Background: an optimization exercise with open tools, aiming at small area. Do not read the settings as production practice. In this exercise RTL edits were held to simulation tests only and were not proved equivalent to the original. The clock port is modelled as an ideal driver, which makes a skipped or thinned clock tree look cheaper than it is; a real chip needs a root buffer or a tree. No activity file was given, so power comes from the tool's default toggle rates.

## red
## contr_play_game
module contr_play_game(vga_clk,resetn,key_move,addr_x,addr_y,vga_r1,vga_g1,vga_b1);
Size in the first run: ~370 cells after synthesis, ~48 I/O pins, ~2300 µm² of cells after synthesis.
Settings: LEC_CHECK=0, CAP_MARGIN=20, CORE_MARGIN=2, CORE_UTILIZATION=40, PLACE_DENSITY=0.6, SLEW_MARGIN=20; clock period 8.0 ns.
standard.sh (not shown) runs the stock make flow with config.mk's settings and CLKGATE_MAP_FILE= SYNTH_SCRIPT=/design/flow/synth_recipe.tcl, a recipe that flattens the netlist after the stock synthesis.
==> flow/flow/run.sh <==
#!/bin/bash
# Own layout flow: the standard synthesis, then an area-oriented re-mapping of the
# combinational logic between the (untouched) registers, then the standard ORFS layout.
set -euo pipefail
W=$(pwd)
R=$W/orfs/results/${FLOW_PLATFORM}/contr_play_game/base
LIB=$FLOW_HOME/platforms/sky130hd/lib/sky130_fd_sc_hd__tt_025C_1v80.lib

# 1. standard synthesis (unchanged)
bash standard.sh synth > $W/log_synth.txt 2>&1

# 2. re-map the logic for area; registers (dfxtp cells) are kept as black boxes. ABC's
# deepsyn is run with several random seeds in parallel and the smallest result is kept;
# a second round starts again from that result.
cp $R/1_2_yosys.v $W/std_synth.v
remap() {
  local s=$1 in=$2
  sed -e "s#@T@#${ABC_T:-90}#" -e "s#@S@#$s#" $W/flow/area.abc > $W/area_$s.abc
  sed -e "s#@LIB@#$LIB#g" -e "s#@IN@#$in#g" -e "s#@OUT@#$W/remapped_$s.v#g" \
      -e "s#@ABC@#$W/area_$s.abc#g" $W/flow/remap.ys > $W/remap_run_$s.ys
  yosys -s $W/remap_run_$s.ys > $W/log_remap_$s.txt 2>&1
}
pick() {
  best=""; bestarea=""
  for s in "$@"; do
    a=$(grep "Chip area" $W/log_remap_$s.txt | tail -1 | awk '{print $NF}')
    echo "seed $s area $a" >> $W/log_remap_choice.txt
    if [[ -n "$a" ]] && { [[ -z "$bestarea" ]] || awk "BEGIN{exit !($a < $bestarea)}"; }; then
      best=$s; bestarea=$a
    fi
  done
  echo "chosen seed $best area $bestarea" >> $W/log_remap_choice.txt
}
for batch in "1 2 3 4" "5 6 7 8"; do
  for s in $batch; do remap $s $W/std_synth.v & done
  wait
done
pick 1 2 3 4 5 6 7 8
cp $W/remapped_$best.v $W/round1.v
for s in 9 10 11 12; do remap $s $W/round1.v & done
wait
pick $best 9 10 11 12
cp $W/remapped_$best.v $R/1_2_yosys.v
rm -f $R/1_synth.odb $R/1_synth.sdc

# 3. standard layout on the re-mapped netlist up to clock tree synthesis
VARS=("BUFFER_PORTS_ARGS=-buffer_cell sky130_fd_sc_hd__buf_1" "SKIP_REPAIR_TIE_FANOUT=1"
      "CTS_ARGS=-sink_clustering_enable -repair_clock_nets -dont_use_dummy_load")
bash standard.sh "${VARS[@]}" cts > $W/log_layout_cts.txt 2>&1

# 4. replace the two-level clock tree by one clock buffer fed by the clock port
ODB_IN=$R/4_cts.odb ODB_OUT=$R/4_cts_mod.odb SDC_IN=$R/4_cts.sdc LIB=$LIB \
  PLATFORM_DIR=$FLOW_HOME/platforms/sky130hd NBUF=1 BUFCELL=sky130_fd_sc_hd__clkbuf_16 \
  openroad -no_init -exit $W/flow/clk.tcl > $W/log_clk.txt 2>&1
cp $R/4_cts_mod.odb $R/4_cts.odb
touch $R/4_cts.sdc

# 5. the rest of the standard layout
bash standard.sh "${VARS[@]}" finish > $W/log_layout.txt 2>&1
Other scripts of this flow, unchanged in this note and not shown: flow/flow/area.abc, flow/flow/clk.tcl, flow/flow/remap.ys
[inputs] blue vs red
diff --git a/flow/flow/run.sh b/flow/flow/run.sh
--- a/flow/flow/run.sh
+++ b/flow/flow/run.sh
@@ -16,5 +16,5 @@
 remap() {
   local s=$1 in=$2
-  sed -e "s#@T@#${ABC_T:-90}#" -e "s#@S@#$s#" $W/flow/area.abc > $W/area_$s.abc
+  sed -e "s#@T@#${ABC_T:-120}#" -e "s#@S@#$s#" $W/flow/area.abc > $W/area_$s.abc
   sed -e "s#@LIB@#$LIB#g" -e "s#@IN@#$in#g" -e "s#@OUT@#$W/remapped_$s.v#g" \
       -e "s#@ABC@#$W/area_$s.abc#g" $W/flow/remap.ys > $W/remap_run_$s.ys
@@ -32,13 +32,15 @@
   echo "chosen seed $best area $bestarea" >> $W/log_remap_choice.txt
 }
-for batch in "1 2 3 4" "5 6 7 8"; do
+for batch in "1 2 3 4" "5 6 7 8" "13 14 15 16"; do
   for s in $batch; do remap $s $W/std_synth.v & done
   wait
 done
-pick 1 2 3 4 5 6 7 8
-cp $W/remapped_$best.v $W/round1.v
-for s in 9 10 11 12; do remap $s $W/round1.v & done
-wait
-pick $best 9 10 11 12
+pick 1 2 3 4 5 6 7 8 13 14 15 16
+for round in "9 10 11 12" "17 18 19 20"; do
+  cp $W/remapped_$best.v $W/round_in.v
+  for s in $round; do remap $s $W/round_in.v & done
+  wait
+  pick $best $round
+done
 cp $W/remapped_$best.v $R/1_2_yosys.v
 rm -f $R/1_synth.odb $R/1_synth.sdc
## What came out
- blue — number of fill cells in the layout 35 lower, red as reference
- Between red and blue, the worst hold margin figures differ only marginally.
- Going from red to blue, the utilization of the core after routing was found to have gone down by 0.26 points.
- Going from red to blue, the number of vias per cell was found to have gone up by 0.042.
- Wire length of the first global-routing pass: blue vs red down 1.7%
- red → blue: design area decreased 1.2%; count of pins on the block boundary essentially unchanged.
- In the flow results for blue and red, the peak per-stage delay on the critical path is smaller on red.
- In the reports for blue and red, the smaller total length of routed wires belongs to blue.
- Summary — fraction of power consumed by the clock network, blue relative to red: higher, by 1.1 points.
In every run of this note, the design's own scripts or RTL, not TritonCTS, make the clock network.


try-indigo:
The RTL this note starts from:
==> flow/design.v <==
module contr_play_game(vga_clk,resetn,key_move,addr_x,addr_y,vga_r1,vga_g1,vga_b1);
parameter RESOLUTION = "160x120";
input vga_clk;
input resetn;
input key_move;
input [((RESOLUTION == "320x240") ? (8) : (7)):0] addr_x;
input [((RESOLUTION == "320x240") ? (7) : (6)):0] addr_y;
output [9:0] vga_r1;
output [9:0] vga_g1;
output [9:0] vga_b1;
reg [4:0] data_con;
reg en_sig;
wire frame_addr = (addr_x == 8'd1) && (addr_y == 7'd0);
wire dc_fb = data_con[4] ^ data_con[2] ^ (data_con[3:0] == 4'd0);
always @(posedge vga_clk) begin
  if (!resetn) begin
    data_con <= 5'd0;
    en_sig <= 1'b0;
  end else begin
    if (frame_addr) data_con <= {data_con[3:0], dc_fb};
    en_sig <= frame_addr && (data_con == 5'b01000);
  end
end
reg b0;
reg [5:0] u0, u1, u2, u3;
reg up0, up1, up2, up3;
wire [6:0] l0 = {u0, b0};
wire [6:0] l1 = {u1, b0};
wire [6:0] l2 = {u2, b0};
wire [6:0] l3 = {u3, b0};
always @(posedge vga_clk) begin
  if (!resetn) begin
    b0 <= 1'b0;
    u0 <= 6'd0;  up0 <= 1'b0;
    u1 <= 6'd30; up1 <= 1'b0;
    u2 <= 6'd20; up2 <= 1'b0;
    u3 <= 6'd50; up3 <= 1'b0;
  end else if (en_sig) begin
    b0 <= ~b0;
    u0 <= up0 ? u0 + b0 : u0 - !b0;
    u1 <= up1 ? u1 + b0 : u1 - !b0;
    u2 <= up2 ? u2 + b0 : u2 - !b0;
    u3 <= up3 ? u3 + b0 : u3 - !b0;
    if (b0 && (up0 ? (u0[5] & u0[4] & u0[2] & u0[1]) : (u0 == 6'd0))) up0 <= ~up0;
    if (b0 && (up1 ? (u1[5] & u1[4] & u1[2] & u1[1]) : (u1 == 6'd0))) up1 <= ~up1;
    if (b0 && (up2 ? (u2[5] & u2[4] & u2[2] & u2[1]) : (u2 == 6'd0))) up2 <= ~up2;
    if (b0 && (up3 ? (u3[5] & u3[4] & u3[2] & u3[1]) : (u3 == 6'd0))) up3 <= ~up3;
  end
end
reg col_sig;
always @(posedge vga_clk) begin
  if (!resetn) col_sig <= 1'b0;
  else col_sig <= (addr_x >= 8'd34 && addr_x <= 8'd36) || (addr_x >= 8'd69 && addr_x <= 8'd71) ||
                  (addr_x >= 8'd99 && addr_x <= 8'd101) || (addr_x >= 8'd129 && addr_x <= 8'd131);
end
wire [6:0] yb = addr_y - b0;
wire [3:0] zb = yb[6:3];
wire [1:0] zo = yb[2:1];
wire [3:0] zbm1 = zb - 1'b1;
wire in0 = ((zb == u0[5:2] && zo >= u0[1:0]) || (zbm1 == u0[5:2] && zo <= u0[1:0])) && (l0 <= 7'd118);
wire in1 = (zb == u1[5:2] && zo >= u1[1:0]) || (zbm1 == u1[5:2] && zo <= u1[1:0]);
wire in2 = (zb == u2[5:2] && zo >= u2[1:0]) || (zbm1 == u2[5:2] && zo <= u2[1:0]);
wire in3 = (zb == u3[5:2] && zo >= u3[1:0]) || (zbm1 == u3[5:2] && zo <= u3[1:0]);
reg bar_on;
always @(posedge vga_clk) begin
  if (!resetn) bar_on <= 1'b0;
  else if (col_sig) bar_on <= in0 | in1 | in2 | in3;
end
reg [4:0] zc;
reg move_sig;
wire [15:0] zc_tt = 16'b1000011011111001;
wire zc_fb = zc_tt[{zc[4], zc[3], zc[1], zc[0]}];
always @(posedge vga_clk) begin
  if (!resetn || key_move) zc <= 5'd0;
  else zc <= {zc[3:0], zc_fb};
  if (!resetn) move_sig <= 1'b0;
  else move_sig <= (zc == 5'b01111);
end
reg [5:0] k;
reg hit_any, hit_sig;
always @(posedge vga_clk) begin
  if (!resetn || hit_sig) k <= 6'd0;
  else if (move_sig) k <= (k[5] & k[2] & k[1]) ? 6'd0 : k + 1'b1;   
end
wire cov0 = (l0 >= 7'd49) && (l0 <= 7'd61);
wire cov1 = (l1 >= 7'd49) && (l1 <= 7'd61);
wire cov2 = (l2 >= 7'd49) && (l2 <= 7'd61);
wire cov3 = (l3 >= 7'd49) && (l3 <= 7'd61);
always @(posedge vga_clk) begin
  if (!resetn) begin
    hit_any <= 1'b0;
    hit_sig <= 1'b0;
  end else begin
    hit_any <= (k[3] & ~k[4] & (k[2:0] == 3'd0) & cov0) |
               (k[4] & (k[3:1] == 3'd0) & k[0] & cov1) |
               (k[4] & k[3] & (k[2:1] == 2'd0) & cov2) |
               (k[5] & (k[2:0] == 3'd0) & cov3);
    hit_sig <= hit_any;
  end
end
wire [7:0] xm1 = addr_x - 8'd1;
reg targ_on;
always @(posedge vga_clk) begin
  if (!resetn) targ_on <= 1'b0;
  else if (addr_y >= 7'd58 && addr_y <= 7'd61) targ_on <= (xm1[7:2] == k);
end
wire A = bar_on, B = targ_on;
assign vga_r1 = {A, A, A, A, A, 1'b0, A | B, 1'b0, B, 1'b0};
assign vga_g1 = {1'b0, B, B, 1'b0, 1'b0, B, 1'b0, 1'b0, A, A};
assign vga_b1 = {1'b0, B, B, 1'b0, 1'b0, B, A, 1'b0, A, 1'b0};
endmodule
clock: 8.0 ns
lec_check: 0
cap_margin: 20
core_margin: 2
core_utilization: 40
place_density: 0.6
slew_margin: 20
==> flow/flow/run.sh <==
#!/bin/bash
# Own layout flow: the standard synthesis, then an area-oriented re-mapping of the
# combinational logic between the (untouched) registers, then the standard ORFS layout.
set -euo pipefail
W=$(pwd)
R=$W/orfs/results/${FLOW_PLATFORM}/contr_play_game/base
LIB=$FLOW_HOME/platforms/sky130hd/lib/sky130_fd_sc_hd__tt_025C_1v80.lib

# 1. standard synthesis (unchanged)
bash standard.sh synth > $W/log_synth.txt 2>&1

# 2. re-map the logic for area; registers (dfxtp cells) are kept as black boxes
cp $R/1_2_yosys.v $W/std_synth.v
sed -e "s#@LIB@#$LIB#g" -e "s#@IN@#$W/std_synth.v#g" -e "s#@OUT@#$W/remapped.v#g" \
    -e "s#@ABC@#$W/flow/area.abc#g" $W/flow/remap.ys > $W/remap_run.ys
yosys -s $W/remap_run.ys > $W/log_remap.txt 2>&1
cp $W/remapped.v $R/1_2_yosys.v
rm -f $R/1_synth.odb $R/1_synth.sdc

# 3. standard layout on the re-mapped netlist up to clock tree synthesis
VARS=("BUFFER_PORTS_ARGS=-buffer_cell sky130_fd_sc_hd__buf_1" "SKIP_REPAIR_TIE_FANOUT=1"
      "CTS_ARGS=-sink_clustering_enable -repair_clock_nets -dont_use_dummy_load")
bash standard.sh "${VARS[@]}" cts > $W/log_layout_cts.txt 2>&1

# 4. replace the two-level clock tree by two clock buffers fed by the clock port
ODB_IN=$R/4_cts.odb ODB_OUT=$R/4_cts_mod.odb SDC_IN=$R/4_cts.sdc LIB=$LIB \
  PLATFORM_DIR=$FLOW_HOME/platforms/sky130hd NBUF=2 BUFCELL=sky130_fd_sc_hd__clkbuf_16 \
  openroad -no_init -exit $W/flow/clk.tcl > $W/log_clk.txt 2>&1
cp $R/4_cts_mod.odb $R/4_cts.odb
touch $R/4_cts.sdc

# 5. the rest of the standard layout
bash standard.sh "${VARS[@]}" finish > $W/log_layout.txt 2>&1
==> flow/flow/area.abc <==
strash
&get -n
&deepsyn -T 120 -t
&put
dch -f
amap
topo
dnsize
Other scripts of this flow, unchanged in this note and not shown: flow/flow/clk.tcl, flow/flow/remap.ys
Changes in try-willow relative to try-indigo:
-- flow/flow/run.sh --
<<< try-indigo, line 12
# 2. re-map the logic for area; registers (dfxtp cells) are kept as black boxes
>>> try-willow, line 12
# 2. re-map the logic for area; registers (dfxtp cells) are kept as black boxes. ABC's
# deepsyn is run with several random seeds in parallel and the smallest result is kept.
<<< try-indigo, line 14
sed -e "s#@LIB@#$LIB#g" -e "s#@IN@#$W/std_synth.v#g" -e "s#@OUT@#$W/remapped.v#g" \
    -e "s#@ABC@#$W/flow/area.abc#g" $W/flow/remap.ys > $W/remap_run.ys
yosys -s $W/remap_run.ys > $W/log_remap.txt 2>&1
cp $W/remapped.v $R/1_2_yosys.v
>>> try-willow, line 15
remap() {
  local s=$1
  sed -e "s#@T@#${ABC_T:-90}#" -e "s#@S@#$s#" $W/flow/area.abc > $W/area_$s.abc
  sed -e "s#@LIB@#$LIB#g" -e "s#@IN@#$W/std_synth.v#g" -e "s#@OUT@#$W/remapped_$s.v#g" \
      -e "s#@ABC@#$W/area_$s.abc#g" $W/flow/remap.ys > $W/remap_run_$s.ys
  yosys -s $W/remap_run_$s.ys > $W/log_remap_$s.txt 2>&1
}
for batch in "1 2 3 4" "5 6 7 8"; do
  for s in $batch; do remap $s & done
  wait
done
best=""; bestarea=""
for s in 1 2 3 4 5 6 7 8; do
  a=$(grep "Chip area" $W/log_remap_$s.txt | tail -1 | awk '{print $NF}')
  echo "seed $s area $a" >> $W/log_remap_choice.txt
  if [[ -n "$a" ]] && { [[ -z "$bestarea" ]] || awk "BEGIN{exit !($a < $bestarea)}"; }; then
    best=$s; bestarea=$a
  fi
done
echo "chosen seed $best area $bestarea" >> $W/log_remap_choice.txt
cp $W/remapped_$best.v $R/1_2_yosys.v
==> flow/flow/area.abc <==
strash
&get -n
&deepsyn -T @T@ -t -S @S@
&put
dch -f
amap
topo
dnsize
## What came out
Across try-indigo and try-willow, the outcome is the same: a clean finish for every run.
In the tables for try-indigo and try-willow, number of instances in the synthesized netlist reads lower with try-willow.
try-willow vs. try-indigo: hold slack essentially unchanged; wire length after detailed routing lower.
From try-indigo to try-willow the numbers moved as follows: met3 global-route usage picked up an extra 0.19 points; synthesized area lost about 1.3%; via count picked up an extra about 0.8%.
try-willow ended up with addr_y[1] as its critical path startpoint; try-indigo ended up with resetn.
Where global-route wire length before repair is concerned, try-indigo is outperformed by try-willow.
In every run of this note, the design's own scripts or RTL, not TritonCTS, make the clock network.

[afterwards: timing with drivers on the ports]
The results above use ideal ports. As a check the final layouts listed here were re-extracted and re-timed, cells and wires unchanged.
Step 1, drivers: a clkbuf_16 drives vga_clk and a buf_2 each remaining input, both assumed.
Step 2, shift: input delay + t, output delay - t, t = (earliest + latest rising clock arrival at the registers) / 2. This alone moves slack from input paths to output paths.
Slacks: no drivers / after step 1 / after step 2; pairs: no drivers / after step 1.
| run | t, ns | setup slack, ns | worst setup path at the end |
|---|---|---|---|
| red | 0.196 | 4.124 / 4.122 / 3.927 | input to register |
| blue | 0.203 | 3.844 / 3.841 / 3.638 | input to register |
| try-indigo | 0.211 | 4.181 / 4.205 / 3.994 | input to register |
| try-willow | 0.211 | 3.922 / 3.948 / 3.737 | input to register |
After both steps every run listed still meets setup and hold. For blue, which loses most, drivers alone change the setup slack by -0.003 ns; drivers and shift together by -0.206 ns.
